Context: an optimization exercise on an open-source flow, tuned for small area, a short achievable clock period and few clock cycles per item. The choices shown serve that exercise and are no tape-out recipe. Function was checked by simulation only, so behaviour that the tests miss may differ from the original. No activity file was given, so power comes from the tool's default toggle rates.

==> wip/sierra <==
==> flow/design.v (excerpt) <==
module fpmul(
    input wire Clk,
    input wire Rst,
    input wire Start,
    input wire [31:0] A,
    input wire [31:0] B,
    output wire Done,
    output wire [31:0] P,
    output wire UF,
    output wire OF,
    output wire NaNF,
    output wire InfF,
    output wire DNF,
    output wire ZF );
==> flow/config.mk <==
export PLATFORM = sky130hd
export DESIGN_NAME = fpmul
export DESIGN_NICKNAME = fpmul
export VERILOG_FILES = /design/flow/design.v
export SDC_FILE = /design/flow/constraint.sdc
export NUM_CORES = 4
export LEC_CHECK = 0
export CAP_MARGIN = 20
export CORE_MARGIN = 2
export CORE_UTILIZATION = 40
export PLACE_DENSITY = 0.6
export SETUP_SLACK_MARGIN = 2.5
export SLEW_MARGIN = 20
export SYNTH_HIERARCHICAL = 1
==> flow/constraint.sdc <==
create_clock -name core_clock -period 8.0 [get_ports {Clk}]
set_input_delay 1.6000 -clock core_clock [delete_from_list [all_inputs] [get_ports {Clk}]]
set_output_delay 1.6000 -clock core_clock [all_outputs]
set_load 0.01 [all_outputs]
standard.sh (not shown) runs the stock make flow with config.mk's settings and CLKGATE_MAP_FILE= SYNTH_SCRIPT=/design/flow/synth_recipe.tcl, a recipe that flattens the netlist after the stock synthesis.
==> flow/flow/run.sh <==
#!/bin/bash
# Layout flow: the standard flow (standard.sh), run unchanged for
# synthesis, then for the rest of the layout with two ORFS settings changed:
# the port buffers are buf_4 cells (instead of the delay cells the resizer
# picks by default), and timing repair may resize a cell to one of another
# footprint. Each make run's output is kept in its own log file here.
set -euo pipefail
cd "$(dirname "$0")/.."
bash standard.sh synth > synth.log 2>&1
sed 's|"\${@:-finish}"|MATCH_CELL_FOOTPRINT=0 "BUFFER_PORTS_ARGS=-buffer_cell sky130_fd_sc_hd__buf_4" "${@:-finish}"|' \
    standard.sh > layout.sh
grep -q 'MATCH_CELL_FOOTPRINT=0' layout.sh
bash layout.sh finish > layout.log 2>&1
==> wip/ember: changes against wip/sierra <==
CORE_UTILIZATION = 70   (was 40)
PLACE_DENSITY = 0.85   (was 0.6)
==> qor summary <==
                                                                                 wip/ember               wip/sierra
Synth-to-layout area growth                                                         11.04%                   12.73%
Detailed placement HPWL                                                           41.81 mm                 45.13 mm
Global placement routability congestion                                              1.029                   0.9406
Result of the run                                                  complete, no violations  complete, no violations
Worst-case setup slack after placement                                             1782 ps                  1758 ps
Total sequential power                                                            0.898 mW                 0.889 mW
Ratio of cells with drive above 1 in the final layout                               0.1381                   0.1390
Power drawn by the clock network                                                  0.481 mW                 0.443 mW
Met1 layer usage reported by global route                                           0.5032                   0.3300
Detailed-route wire length per cell                                               24.50 um                 22.10 um
Combinational cell fraction of total power                                           0.835                    0.840
Final standard cell count with taps included and fillers excluded                     2392                     2664
Post-Place Cells                                                                      2346                     2617
GR Util All Layers                                                                  0.4016                   0.2439
Cts repair resizes                                                                      77                       81
Worst path setup slack after routing                                               2522 ps                  2548 ps
Testbench counts of wip/sierra, summed over its fixed seeds: cycles 4,096, items 2,048.
Testbench counts of wip/ember, summed over its fixed seeds: cycles 4,096, items 2,048.

==> trial 82: inputs <==
fpmul, a different RTL version from the one above (not shown whole).
export LEC_CHECK = 0
export CAP_MARGIN = 20
export CORE_MARGIN = 2
export CORE_UTILIZATION = 50
export PLACE_DENSITY = 0.7
export SETUP_SLACK_MARGIN = 2.75
export SLEW_MARGIN = 20
export SYNTH_HIERARCHICAL = 1
create_clock -name core_clock -period 8.0 [get_ports {Clk}]
Scripts as last shown in full above: flow/flow/run.sh
==> trial 44 (differences from trial 82) <==
--- a/flow/config.mk
+++ b/flow/config.mk
@@ -9,5 +9,5 @@
 export CORE_MARGIN = 2
-export CORE_UTILIZATION = 50
-export PLACE_DENSITY = 0.7
-export SETUP_SLACK_MARGIN = 2.75
+export CORE_UTILIZATION = 40
+export PLACE_DENSITY = 0.6
+export SETUP_SLACK_MARGIN = 2.9
 export SLEW_MARGIN = 20
==> results.tsv <==
stage	metric	value	unit
worst_setup_path	largest stage delay on the critical path	510	ps
cells_and_area	area of the multi-input gates	16700	um^2
cells_and_area	fin cells	2649	
cells_and_area	Final Instance Area	21700	um^2
worst_setup_path	Worst EP arrival	5450	ps
power	power in the clock group	0.000439	W
global_routing	global-route wire length before repair	93400	um
route	routed length on met3	6720	um
power	sw frac	0.508	
worst_setup_path	Worst setup startpoint	B[1]	
outcome	status	timing/DRC/antenna clean	
route	Total Wirelength	62200	um
-- figures above: trial 82

==> results.tsv <==
stage	metric	value	unit
outcome	status	timing/DRC/antenna clean	
worst_setup_path	Worst setup startpoint	B[2]	
cells_and_area	area of the multi-input gates	17700	um^2
power	power in the clock group	0.000525	W
global_routing	global-route wire length before repair	101000	um
route	Total Wirelength	66900	um
cells_and_area	fin cells	2769	
route	routed length on met3	6350	um
worst_setup_path	Worst EP arrival	5340	ps
worst_setup_path	R2R Setup Slk	7460	ps
-- figures above: trial 44

Testbench counts of trial 82, summed over its fixed seeds: cycles 4,096, items 2,048.
Testbench counts of trial 44, summed over its fixed seeds: cycles 4,096, items 2,048.

==> 04-17: inputs <==
fpmul, a different RTL version from the one above (not shown whole).
==> flow/config.mk <==
export PLATFORM = sky130hd
export DESIGN_NAME = fpmul
export DESIGN_NICKNAME = fpmul
export VERILOG_FILES = /design/flow/design.v
export SDC_FILE = /design/flow/constraint.sdc
export NUM_CORES = 4
export LEC_CHECK = 0
export CAP_MARGIN = 20
export CORE_MARGIN = 2
export CORE_UTILIZATION = 40
export PLACE_DENSITY = 0.6
export SETUP_SLACK_MARGIN = 3.0
export SLEW_MARGIN = 20
export SYNTH_HIERARCHICAL = 1
==> flow/constraint.sdc <==
create_clock -name core_clock -period 8.0 [get_ports {Clk}]
set_input_delay 1.6000 -clock core_clock [delete_from_list [all_inputs] [get_ports {Clk}]]
set_output_delay 1.6000 -clock core_clock [all_outputs]
set_load 0.01 [all_outputs]
Scripts as last shown in full above: flow/flow/run.sh
==> 11-15: changes against 04-17 <==
--- a/flow/design.v
+++ b/flow/design.v
@@ -982,28 +982,30 @@
     wire ts263, tc263;
     fpmul_fa u_ts263 (.a(ths31), .b(tc220), .c(pp11_24), .s(ts263), .co(tc263));
     wire ts264, tc264;
     fpmul_fa u_ts264 (.a(ax[24]), .b(nneg11), .c(thc31), .s(ts264), .co(tc264));
     wire [47:0] X = {ts264, ts263, ts262, ts261, tc259, ts259, tc257, tc256, tc255, tc254, ts254, ts253, tc251, tc250, tc249, tc248, tc247, tc246, tc245, tc244, tc243, tc242, tc241, tc240, tc239, tc238, tc237, tc236, tc235, tc234, tc233, tc232, tc231, tc230, tc229, tc228, tc227, tc226, tc225, tc224, tc223, tc222, tc221, thc33, thc32, pp1_0, pp0_1, neg0};
     wire [47:0] Y = {tc263, tc262, tc261, tc260, ts260, tc258, ts258, ts257, ts256, ts255, tc253, tc252, ts252, ts251, ts250, ts249, ts248, ts247, ts246, ts245, ts244, ts243, ts242, ts241, ts240, ts239, ts238, ts237, ts236, ts235, ts234, ts233, ts232, ts231, ts230, ts229, ts228, ts227, ts226, ts225, ts224, ts223, ts222, ts221, ths33, ths32, 1'b0, pp0_0};
+    wire [24:0] hx_d = X[47:23] ^ Y[47:23];
+    wire [24:1] hy_d = X[46:23] & Y[46:23];
     wire [LK-1:0] l1g = X[LK-1:0] & Y[LK-1:0];
     wire [LK-1:0] l1p = X[LK-1:0] ^ Y[LK-1:0];
     wire [LK-1:0] l1o = X[LK-1:0] | Y[LK-1:0];
     wire [23:0] l1cg, l1cp;
     prefix24 l1pf (.g({{(24-LK){1'b0}}, l1g}), .p({{(24-LK){1'b0}}, l1p}), .cg(l1cg), .cp(l1cp));
     wire clk_d = l1cg[LK];
     wire zlk_d = (l1p == {l1o[LK-2:0], 1'b0});
-    reg [24:0] xu;
-    reg [24:0] yu;
+    reg [24:0] hx;
+    reg [24:1] hy;
     reg [22:LK] xl, yl;
     reg clk_r, zlk_r;
     reg [9:0] e0;
     reg nan_r, inf_r, zero_r, sgn_r, fz1_r;
     always @(posedge clk) begin
-        xu <= X[47:23];
-        yu <= Y[47:23];
+        hx <= hx_d;
+        hy <= hy_d;
         xl <= X[22:LK];
         yl <= Y[22:LK];
         clk_r <= clk_d;
         zlk_r <= zlk_d;
         e0 <= e_sum;
         nan_r <= op_nan;
@@ -1018,14 +1020,12 @@
     wire [12:0] lcg, lcp;
     prefix13ks lpf (.g({{(12-(23-LK)){1'b0}}, lg, clk_r}), .p({{(12-(23-LK)){1'b0}}, lp, 1'b0}), .cg(lcg), .cp(lcp));
     wire c22 = lcg[23-LK];
     wire c23 = lcg[24-LK];
     wire z22 = lp[22] ^ c22;
     wire low_zero = zlk_r & (lp[LK] == clk_r) & (lp[21:LK+1] == lo[20:LK]);
-    wire [24:0] hx = xu ^ yu;
-    wire [24:1] hy = xu[23:0] & yu[23:0];
     wire [23:0] ug = hx[24:1] & hy[24:1];
     wire [23:0] up = hx[24:1] ^ hy[24:1];
     wire [23:0] cg, cp;
     prefix24ks pf (.g(ug), .p(up), .cg(cg), .cp(cp));
     wire [23:0] W0 = up ^ cg;
     wire [23:0] W1 = up ^ (cg | cp);
==> flow/flow/run.sh (replaced) <==
#!/bin/bash
# Layout flow: the standard flow (standard.sh), run unchanged for
# synthesis, then for the rest of the layout with two ORFS settings changed:
# the port buffers are buf_2 cells (instead of the delay cells the resizer
# picks by default), and timing repair may resize a cell to one of another
# footprint. Each make run's output is kept in its own log file here.
set -euo pipefail
cd "$(dirname "$0")/.."
bash standard.sh synth > synth.log 2>&1
sed 's|"\${@:-finish}"|MATCH_CELL_FOOTPRINT=0 "BUFFER_PORTS_ARGS=-buffer_cell sky130_fd_sc_hd__buf_2" "${@:-finish}"|' \
    standard.sh > layout.sh
grep -q 'MATCH_CELL_FOOTPRINT=0' layout.sh
bash layout.sh finish > layout.log 2>&1
- SETUP_SLACK_MARGIN: 3.0 -> 2.75
==> 07-24: changes against 04-17 <==
--- a/flow/design.v
+++ b/flow/design.v
@@ -982,28 +982,30 @@
     wire ts263, tc263;
     fpmul_fa u_ts263 (.a(ths31), .b(tc220), .c(pp11_24), .s(ts263), .co(tc263));
     wire ts264, tc264;
     fpmul_fa u_ts264 (.a(ax[24]), .b(nneg11), .c(thc31), .s(ts264), .co(tc264));
     wire [47:0] X = {ts264, ts263, ts262, ts261, tc259, ts259, tc257, tc256, tc255, tc254, ts254, ts253, tc251, tc250, tc249, tc248, tc247, tc246, tc245, tc244, tc243, tc242, tc241, tc240, tc239, tc238, tc237, tc236, tc235, tc234, tc233, tc232, tc231, tc230, tc229, tc228, tc227, tc226, tc225, tc224, tc223, tc222, tc221, thc33, thc32, pp1_0, pp0_1, neg0};
     wire [47:0] Y = {tc263, tc262, tc261, tc260, ts260, tc258, ts258, ts257, ts256, ts255, tc253, tc252, ts252, ts251, ts250, ts249, ts248, ts247, ts246, ts245, ts244, ts243, ts242, ts241, ts240, ts239, ts238, ts237, ts236, ts235, ts234, ts233, ts232, ts231, ts230, ts229, ts228, ts227, ts226, ts225, ts224, ts223, ts222, ts221, ths33, ths32, 1'b0, pp0_0};
+    wire [24:0] hx_d = X[47:23] ^ Y[47:23];
+    wire [24:1] hy_d = X[46:23] & Y[46:23];
     wire [LK-1:0] l1g = X[LK-1:0] & Y[LK-1:0];
     wire [LK-1:0] l1p = X[LK-1:0] ^ Y[LK-1:0];
     wire [LK-1:0] l1o = X[LK-1:0] | Y[LK-1:0];
     wire [23:0] l1cg, l1cp;
     prefix24 l1pf (.g({{(24-LK){1'b0}}, l1g}), .p({{(24-LK){1'b0}}, l1p}), .cg(l1cg), .cp(l1cp));
     wire clk_d = l1cg[LK];
     wire zlk_d = (l1p == {l1o[LK-2:0], 1'b0});
-    reg [24:0] xu;
-    reg [24:0] yu;
+    reg [24:0] hx;
+    reg [24:1] hy;
     reg [22:LK] xl, yl;
     reg clk_r, zlk_r;
     reg [9:0] e0;
     reg nan_r, inf_r, zero_r, sgn_r, fz1_r;
     always @(posedge clk) begin
-        xu <= X[47:23];
-        yu <= Y[47:23];
+        hx <= hx_d;
+        hy <= hy_d;
         xl <= X[22:LK];
         yl <= Y[22:LK];
         clk_r <= clk_d;
         zlk_r <= zlk_d;
         e0 <= e_sum;
         nan_r <= op_nan;
@@ -1018,14 +1020,12 @@
     wire [12:0] lcg, lcp;
     prefix13ks lpf (.g({{(12-(23-LK)){1'b0}}, lg, clk_r}), .p({{(12-(23-LK)){1'b0}}, lp, 1'b0}), .cg(lcg), .cp(lcp));
     wire c22 = lcg[23-LK];
     wire c23 = lcg[24-LK];
     wire z22 = lp[22] ^ c22;
     wire low_zero = zlk_r & (lp[LK] == clk_r) & (lp[21:LK+1] == lo[20:LK]);
-    wire [24:0] hx = xu ^ yu;
-    wire [24:1] hy = xu[23:0] & yu[23:0];
     wire [23:0] ug = hx[24:1] & hy[24:1];
     wire [23:0] up = hx[24:1] ^ hy[24:1];
     wire [23:0] cg, cp;
     prefix24ks pf (.g(ug), .p(up), .cg(cg), .cp(cp));
     wire [23:0] W0 = up ^ cg;
     wire [23:0] W1 = up ^ (cg | cp);
- SETUP_SLACK_MARGIN: 3.0 -> 2.75
==> run notes <==
- Setup slack, lowest first: 07-24, 11-15, 04-17.
- Hold slack: 11-15 < 07-24 < 04-17.
- Synthesized cell count is the same in 07-24 and 11-15.
- Of 11-15 and 04-17, 04-17 has the higher area after synthesis (gap about 0.56%, measured against 04-17).
- Non-clock buffer count, highest first: 04-17, 11-15, 07-24.
Testbench counts of 04-17, summed over its fixed seeds: cycles 4,096, items 2,048.
Testbench counts of 11-15, summed over its fixed seeds: cycles 4,096, items 2,048.
Testbench counts of 07-24, summed over its fixed seeds: cycles 4,096, items 2,048.

==> static timing again, ports no longer ideal <==
No port has a modelled driver above. Below, the same layouts with a new extraction and two added sets of constraints. Step 1 assumes that a clkbuf_16 drives the clock port and a buf_2 every other input. Step 2 adds t to the input delays and takes it off the output delays; t is the mean of the earliest and latest rising clock arrival at the registers after step 1. Input paths then give back, and output paths get back, about the clock's delay inside the block. a / b / c = no drivers / after step 1 / after step 2; a / b = the first two.
run | shift t [ns] | slack for setup (ns) | slew at the worst register clock pin (ns)
wip/sierra | 0.423 | 2.548 / 2.577 / 2.155 | 0.08 / 0.08
wip/ember | 0.401 | 2.522 / 2.535 / 2.150 | 0.08 / 0.08
trial 82 | 0.398 | 2.794 / 2.748 / 2.350 | 0.08 / 0.08
trial 44 | 0.417 | 2.916 / 2.801 / 2.384 | 0.08 / 0.08
04-17 | 0.423 | 3.001 / 2.931 / 2.508 | 0.07 / 0.07
11-15 | 0.409 | 2.801 / 2.829 / 2.419 | 0.07 / 0.07
07-24 | 0.424 | 2.785 / 2.810 / 2.385 | 0.09 / 0.09
After both steps every run listed still meets setup and hold. The setup slack of trial 44, which loses most, moves by -0.115 ns with the drivers and by -0.532 ns with both steps.
